This is an optimization exercise on Yosys and OpenROAD, whose aim is small area, a short achievable clock period and few clock cycles per item, not a production implementation. Function was checked by simulation only, so behaviour that the tests miss may differ from the original. Power is estimated from default activity; no workload was simulated.

==> design/flow/design.v <==
`timescale 1ns / 1ps
module order_matching_engine(
    input CLK,
    input RESET,
    input packet_ready,
    input [31:0] payload_data,
    output order_ready,
    output reg trade_valid,
    output reg [7:0] trade_price,
    output reg [7:0] trade_qty,
    output reg [7:0] buy_id,
    output reg [7:0] sell_id
);
localparam N = 16;
reg ready_r;
assign order_ready = ready_r;
reg       o_v;
reg       o_cancel;
reg       o_side;
reg [7:0] o_p, o_q, o_id;
always @(posedge CLK) begin
    if (RESET) begin
        ready_r <= 1'b0;
        o_v     <= 1'b0;
    end else begin
        ready_r <= 1'b1;
        o_v     <= packet_ready & ready_r;
    end
end
always @(posedge CLK) begin
    if (packet_ready & ready_r) begin
        o_cancel <= payload_data[31];
        o_side   <= payload_data[24];
        o_p      <= payload_data[23:16];
        o_q      <= payload_data[15:8];
        o_id     <= payload_data[7:0];
    end
end
reg [N-1:0] bv, av;
reg [7:0] bp [0:N-1];
reg [7:0] bq [0:N-1];
reg [7:0] bi [0:N-1];
reg [7:0] ap [0:N-1];
reg [7:0] aq [0:N-1];
reg [7:0] ai [0:N-1];
reg [3:0] ins_p;
integer k;
reg [N-1:0] mb, ma;      
reg [N-1:0] cb, ca;      
always @* begin
    for (k = 0; k < N; k = k + 1) begin
        mb[k] = bv[k] & (bp[k] >= o_p);
        ma[k] = av[k] & (ap[k] <= o_p);
        cb[k] = bv[k] & (bi[k] == o_id);
        ca[k] = av[k] & (ai[k] == o_id);
    end
end
wire [N-1:0] hit = o_cancel ? (o_side ? ca : cb) : (o_side ? mb : ma);
wire [N-1:0] first = hit & ~(hit - 1'b1);    
wire any_hit = |hit;
reg [7:0] sel_p, sel_q, sel_id;
always @* begin
    sel_p = 8'd0; sel_q = 8'd0; sel_id = 8'd0;
    for (k = 0; k < N; k = k + 1) begin
        sel_p  = sel_p  | ({8{first[k]}} & (o_side ? bp[k] : ap[k]));
        sel_q  = sel_q  | ({8{first[k]}} & (o_side ? bq[k] : aq[k]));
        sel_id = sel_id | ({8{first[k]}} & (o_side ? bi[k] : ai[k]));
    end
end
wire       part   = o_q < sel_q;             
wire [7:0] rem_q  = sel_q - o_q;
wire [N-1:0] own_v = o_side ? av : bv;
wire [N-1:0] emp   = ~own_v;
wire [N-1:0] hmask = {N{1'b1}} << ins_p;
wire [N-1:0] emp_hi = emp & hmask;
wire [N-1:0] pick_v = (|emp_hi) ? emp_hi : emp;
wire [N-1:0] ins_oh = pick_v & ~(pick_v - 1'b1);
wire any_emp = |emp;
reg  [3:0] ins_s;
always @* begin
    ins_s = 4'd0;
    for (k = 0; k < N; k = k + 1)
        if (ins_oh[k]) ins_s = ins_s | k[3:0];
end
wire do_match  = o_v & ~o_cancel & any_hit;
wire do_cancel = o_v &  o_cancel & any_hit;
wire do_insert = o_v & ~o_cancel & ~any_hit & any_emp;
wire [N-1:0] clr_b = ((do_cancel & ~o_side) | (do_match & o_side & ~part)) ? first : {N{1'b0}};
wire [N-1:0] clr_a = ((do_cancel &  o_side) | (do_match & ~o_side & ~part)) ? first : {N{1'b0}};
wire [N-1:0] set_b = (do_insert & ~o_side) ? ins_oh : {N{1'b0}};
wire [N-1:0] set_a = (do_insert &  o_side) ? ins_oh : {N{1'b0}};
wire [N-1:0] dec_b = (do_match & o_side & part)  ? first : {N{1'b0}};
wire [N-1:0] dec_a = (do_match & ~o_side & part) ? first : {N{1'b0}};
always @(posedge CLK) begin
    if (RESET) begin
        bv    <= {N{1'b0}};
        av    <= {N{1'b0}};
        ins_p <= 4'd0;
    end else begin
        bv <= (bv & ~clr_b) | set_b;
        av <= (av & ~clr_a) | set_a;
        if (do_insert) ins_p <= ins_s + 4'd1;
    end
end
always @(posedge CLK) begin
    for (k = 0; k < N; k = k + 1) begin
        if (set_b[k]) begin
            bp[k] <= o_p;
            bi[k] <= o_id;
        end
        if (set_b[k])      bq[k] <= o_q;
        else if (dec_b[k]) bq[k] <= rem_q;
        if (set_a[k]) begin
            ap[k] <= o_p;
            ai[k] <= o_id;
        end
        if (set_a[k])      aq[k] <= o_q;
        else if (dec_a[k]) aq[k] <= rem_q;
    end
end
always @(posedge CLK) begin
    if (RESET) trade_valid <= 1'b0;
    else       trade_valid <= do_match;
end
always @(posedge CLK) begin
    if (do_match) begin
        trade_price <= sel_p;
        trade_qty   <= part ? o_q : sel_q;
        buy_id      <= o_side ? sel_id : o_id;
        sell_id     <= o_side ? o_id : sel_id;
    end
end
endmodule
`timescale 1ns / 1ps
module risk_management(
    input CLK,
    input RESET,
    input TRADE_VALID,
    input wire [7:0] TRADE_PRICE,
    input wire [7:0] TRADE_QTY,
    input wire [7:0] BUY_ID,
    input wire [7:0] SELL_ID,
    output reg TRADE_APPROVED,
    output reg [7:0] APPR_PRICE,
    output reg [7:0] APPR_QTY,
    output reg [7:0] APPR_BUY_ID,
    output reg [7:0] APPR_SELL_ID
);
    localparam MAX_POSITION = 100;
    localparam MAX_EXPOSURE = 5000;
    reg [6:0]  room_pos;    
    reg [12:0] room_exp;    
    wire [15:0] prod = TRADE_QTY * TRADE_PRICE;
    wire [8:0]  np = {2'b00, room_pos} - {1'b0, TRADE_QTY};
    wire [16:0] ne = {4'b0000, room_exp} - {1'b0, prod};
    wire ok = TRADE_VALID & ~np[8] & ~ne[16];
    always @(posedge CLK) begin
        if (RESET) begin
            room_pos       <= MAX_POSITION;
            room_exp       <= MAX_EXPOSURE;
            TRADE_APPROVED <= 1'b0;
        end else begin
            TRADE_APPROVED <= ok;
            if (ok) begin
                room_pos <= np[6:0];
                room_exp <= ne[12:0];
            end
        end
    end
    always @(posedge CLK) begin
        if (ok) begin
            APPR_PRICE   <= TRADE_PRICE;
            APPR_QTY     <= TRADE_QTY;
            APPR_BUY_ID  <= BUY_ID;
            APPR_SELL_ID <= SELL_ID;
        end
    end
endmodule
`timescale 1ns / 1ps
module trading_core(
    input clk,
    input rst,
    input order_valid,
    input [31:0] order_data,
    output order_ready,
    output trade_valid,
    output [7:0] trade_price,
    output [7:0] trade_qty,
    output [7:0] trade_buy_id,
    output [7:0] trade_sell_id,
    output appr_valid,
    output [7:0] appr_price,
    output [7:0] appr_qty,
    output [7:0] appr_buy_id,
    output [7:0] appr_sell_id
);
    order_matching_engine ORDER_MATCHING_ENGINE(
        .CLK(clk),
        .RESET(rst),
        .packet_ready(order_valid),
        .payload_data(order_data),
        .order_ready(order_ready),
        .trade_valid(trade_valid),
        .trade_price(trade_price),
        .trade_qty(trade_qty),
        .buy_id(trade_buy_id),
        .sell_id(trade_sell_id)
    );
    risk_management RISK (
        .CLK(clk),
        .RESET(rst),
        .TRADE_VALID(trade_valid),
        .TRADE_PRICE(trade_price),
        .TRADE_QTY(trade_qty),
        .BUY_ID(trade_buy_id),
        .SELL_ID(trade_sell_id),
        .TRADE_APPROVED(appr_valid),
        .APPR_PRICE(appr_price),
        .APPR_QTY(appr_qty),
        .APPR_BUY_ID(appr_buy_id),
        .APPR_SELL_ID(appr_sell_id)
    );
endmodule
==> design/flow/run.sh <==
#!/bin/bash
# synth_recipe.tcl (not shown) runs the flow's synth.tcl, then flattens the netlist and writes it again
# the make line also repeats each setting of config.mk as NAME=value (left out here)
make -C /OpenROAD-flow-scripts/flow DESIGN_CONFIG=/design/flow/config.mk WORK_HOME=/design/flow/orfs CLKGATE_MAP_FILE= SYNTH_SCRIPT=/design/flow/synth_recipe.tcl finish
==> design/flow/config.mk <==
export PLATFORM = sky130hd
export DESIGN_NAME = trading_core
export DESIGN_NICKNAME = trading_core
export VERILOG_FILES = /design/flow/design.v
export SDC_FILE = /design/flow/constraint.sdc
export NUM_CORES = 4
export LEC_CHECK = 0
export CAP_MARGIN = 20
export CORE_MARGIN = 2
export CORE_UTILIZATION = 40
export PLACE_DENSITY = 0.6
export SLEW_MARGIN = 20
==> design/flow/constraint.sdc <==
create_clock -name core_clock -period 8.0 [get_ports {clk}]
set_input_delay 1.6000 -clock core_clock [delete_from_list [all_inputs] [get_ports {clk}]]
set_output_delay 1.6000 -clock core_clock [all_outputs]
set_load 0.01 [all_outputs]
==> results.yml <==
run_status:
  status: "no timing/DRC/antenna violations"
cells_and_area:
  fin_nets: 4654
  final_common_cell: "edfxtp_1"
  multi_input_area_um2: 23400
  register_area_um2: 27000
  utilization_pct: 45.5
  areaGrowthSynthToFinish_pct: 12.8
  drive_gt1_share_pct: 13.5
  fill_cells: 11700
  layout_common_cells: "edfxtp_1, mux2i_1, ha_1, mux2_2, inv_1"
die:
  start_util_pct: 40.3
  dieArea_um2: 134000
  dieWidth_um: 365
  die_h_um: 365
  boundaryPins: 102
  core_um2: 130000
  fp-row-count: 132
global_routing:
  grt_overflow_total: 0
  grt_use_total_pct: 22.5
  grt_pass1_vias: 34800
  grt_pass1_wl_um: 224000
  antenna_found_initial: 5
  grt_max_degree: 96
clock_network:
  clkSinkCount: 918
  htreeDepth: 3
  cts_hold_buf: 0
  cts-root-buf: "clkbuf_16"
  cts_resized: 0
  path_clk_slew_ns: 0.06
  post_cts_buffers: 0
  cts_buffer_depth: 3
  cts_tree: "yes"
  cts_buffers: 102
  clkLatencyLatePin_ns: 0.74
run:
  max_cap_violations: 0
route:
  drt-total-wl_um: 151000
  drc_errors: 0
  drtIter0Drc: 3206
  vias: 35000
  dr.pass1.iters: 5
  detail-route-antenna-nets: 0
  drt-vias-per-instance: 5.76
  post_drt_wl_per_cell_um: 24.8
yosys:
  async_flop_share_pct: 0
  yosys_warnings: 8
  syn-num-nets: 4536
  ys_seq_area_share_pct: 51.6
  syn-cell-area_um2: 52200
  ys.flop_type: "edfxtp_1"
  ys_types: 91
  ys_ff_latch: 918
  syn_inst: 4135
  synth_edf_count: 858
  synth.avg_cell_area_um2: 12.6
power:
  power.density_nw_per_um2: 194
  p_leak_nw: 21.7
  ir_drop_mv: 0.167
timing:
  fmax_mhz: 135
  final_hold_viol_count: 0
  rsz0062_at_grt: "no"
  finClkSkew_ns: 0.0383
  fin_crit_ns: 7.42
  worst_pin_slew_ns: 1.34
  min_period_over_period_pct: 92.8
  slew_headroom_pct: 10.0
  fin_tns_setup_ns: 0
  finalSetupViolations: 0
  slew_violations: 0
setup_path:
  worst_path_most_repeated_cell: "nor2_1"
  critPathKind: "reg2reg"
  cp.depth: 26
  crit_arrival_ns: 7.76
  crit_path_start_kind: "flop"
  critPathMaxStageDelay_ns: 0.68
  cp_top_family: "compound AO/OA/AOI/OAI gates"
  timing.critical_path.fanout_max: 22
  critPathRequiredTime_ns: 8.34
  critPathCaptureType: "flop"
  cpMaxStageDelayCell: "o21bai_1"
  reg2reg_depth: 26
  cp_num_buf_inv: 4
place:
  io_buffers: 95
  routabilityCongestion: 0.915
  hpwl_um: 107000
min_path:
  min_path_cells: 0
  min_path_type: "reg2reg"
[report_power, final]
group	leakage [nW]	total [mW]	switching [mW]	internal, mW
logic	11.9	1.35	0.789	0.561
clock network	1.62	4.70	2.02	2.68
registers	8.20	5.36	0.0168	5.34
total	21.7	11.4	2.83	8.58
[metal layers]
layer,global-route usage (%),wire length [um],vias up
met3,3.70,9840,253
met5,0,0,-
met4,7.21,4930,0
li1,-,-,16000
met2,36.8,70700,1181
met1,30.5,65600,17500
[worst register-to-register path, stage by stage (launching register included)]
cell       delay [ns]
edfxtp_1         0.38
inv_1            0.15
buf_4            0.23
buf_4            0.34
ha_1             0.33
a211oi_1         0.26
nor2_1           0.08
nor4b_1          0.34
nand3_1          0.20
a41oi_1          0.53
nand2_1          0.47
o31a_1           0.42
a211oi_1         0.46
a2111oi_0        0.18
o211ai_1         0.22
fa_1             0.31
a21o_1           0.14
a21oi_1          0.07
o21bai_1         0.13
a21o_1           0.18
a21oi_1          0.14
nor2_1           0.16
nor2_1           0.06
nor2_1           0.19
nand4_1          0.17
buf_12           0.21
o21bai_1         0.69
[per-stage QoR]
| stage | area (um^2) | hold WS [ns] | power, mW | instances | worst slack (ns) |
|---|---|---|---|---|---|
| 6_report | 58900 | 0.444 | 11.4 | 6082 | 0.579 |
| 2_1_floorplan | 52200 | 0.443 | 6.37 | 4135 | 1.02 |
| 4_1_cts | 58900 | 0.447 | 11.5 | 6080 | 0.387 |
| 3_3_place_gp | 55600 | 0.430 | 6.76 | 5891 | 0.452 |
| 3_5_place_dp | 55600 | 0.433 | 6.79 | 5891 | 0.470 |
| 5_1_grt | 58900 | 0.467 | 11.8 | 6080 | 0.000823 |
[synthesized netlist by cell type, types with 29 or more instances]
| master | n | area share (%) |
|---|---|---|
| a21oi_1 | 132 | 1.3 |
| inv_1 | 185 | 1.3 |
| nand2b_1 | 31 | 0.37 |
| a21o_1 | 33 | 0.47 |
| nor3_1 | 57 | 0.55 |
| and2_1 | 67 | 0.80 |
| mux2_1 | 107 | 2.3 |
| buf_2 | 74 | 0.71 |
| clkbuf_1 | 110 | 0.79 |
| o211ai_1 | 29 | 0.42 |
| edfxtp_1 | 858 | 49 |
| xnor2_1 | 153 | 2.6 |
| nor4_1 | 33 | 0.40 |
| mux2_2 | 219 | 4.7 |
| o22ai_1 | 62 | 0.74 |
| fa_1 | 50 | 1.9 |
| a211oi_1 | 51 | 0.73 |
| nand2_1 | 151 | 1.1 |
| nand4_1 | 74 | 0.89 |
| ha_1 | 316 | 7.6 |
| nor2_1 | 119 | 0.85 |
| buf_4 | 29 | 0.42 |
| dfxtp_1 | 60 | 2.3 |
| mux2i_1 | 322 | 6.2 |
| nor2b_1 | 36 | 0.43 |
| nand3_1 | 91 | 0.87 |
| o21ai_0 | 144 | 1.4 |
| xor2_1 | 120 | 2.0 |
[area by class of cell]
type	count	area share [%]
antenna	2	0.00849
clock buffer	134	4.73
clock inverter	55	0.849
inverter	188	1.20
multi-input combinational	2778	39.6
sequential	918	45.8
tap	1742	3.70
timing repair buffer	265	4.13
[state kept, by name (all words and copies together), names as in the netlist, 13 cells and up]
signal,count
ORDER_MATCHING_ENGINE.aq,128
ORDER_MATCHING_ENGINE.bp,128
ORDER_MATCHING_ENGINE.ai,128
ORDER_MATCHING_ENGINE.av,16
ORDER_MATCHING_ENGINE.bv,16
ORDER_MATCHING_ENGINE.bi,128
ORDER_MATCHING_ENGINE.bq,128
ORDER_MATCHING_ENGINE.ap,128
RISK.room_exp,13
[worst paths after layout]
kind         slack, ns                             start                             end
max reg2reg       0.58      ORDER_MATCHING_ENGINE.o_p[5]  ORDER_MATCHING_ENGINE.bq[2][7]
max               0.58      ORDER_MATCHING_ENGINE.o_p[5]  ORDER_MATCHING_ENGINE.bq[2][7]
min               0.44  ORDER_MATCHING_ENGINE.sell_id[2]            RISK.APPR_SELL_ID[2]
min reg2reg       0.44  ORDER_MATCHING_ENGINE.sell_id[2]            RISK.APPR_SELL_ID[2]
[logic make-up after synthesis]
group | synth area share [%]
multiplexers | 13.2
XOR/XNOR | 4.58
adder cells (fa/ha/maj) | 9.48
buffers and inverters | 3.83
AND/OR/NAND/NOR | 7.74
AO/OA/AOI/OAI | 9.55
flip-flops | 51.6
Testbench counts, summed over its fixed seeds: cycles 3,208, orders 3,200.

==> afterwards: timing with drivers on the ports <==
The flow's constraints put no driver on any port. The routed layout listed below was extracted and timed again, unchanged, in two steps.
Step 1 sets driving cells, clkbuf_16 on the clock port and buf_2 on the other inputs (assumed; they add their load-dependent delay and slew).
Step 2 adds t to the input delays and takes it off the output delays; t is the mean of the earliest and latest rising clock arrival at the registers after step 1. Input paths then give back, and output paths get back, about the clock's delay inside the block.
Three values: ideal ports, drivers, drivers and shift; two values: the first two.
shift t [ns]: 0.792
setup WS [ns]: 0.579 / 0.579 / 0.579
hold WS [ns]: 0.444 / 0.444 / 0.444
cell pins on the clock port's net: 1
After both steps setup and hold are still met in this run. The setup slack of this run moves by 0.000 ns with the drivers and by 0.000 ns with both steps.
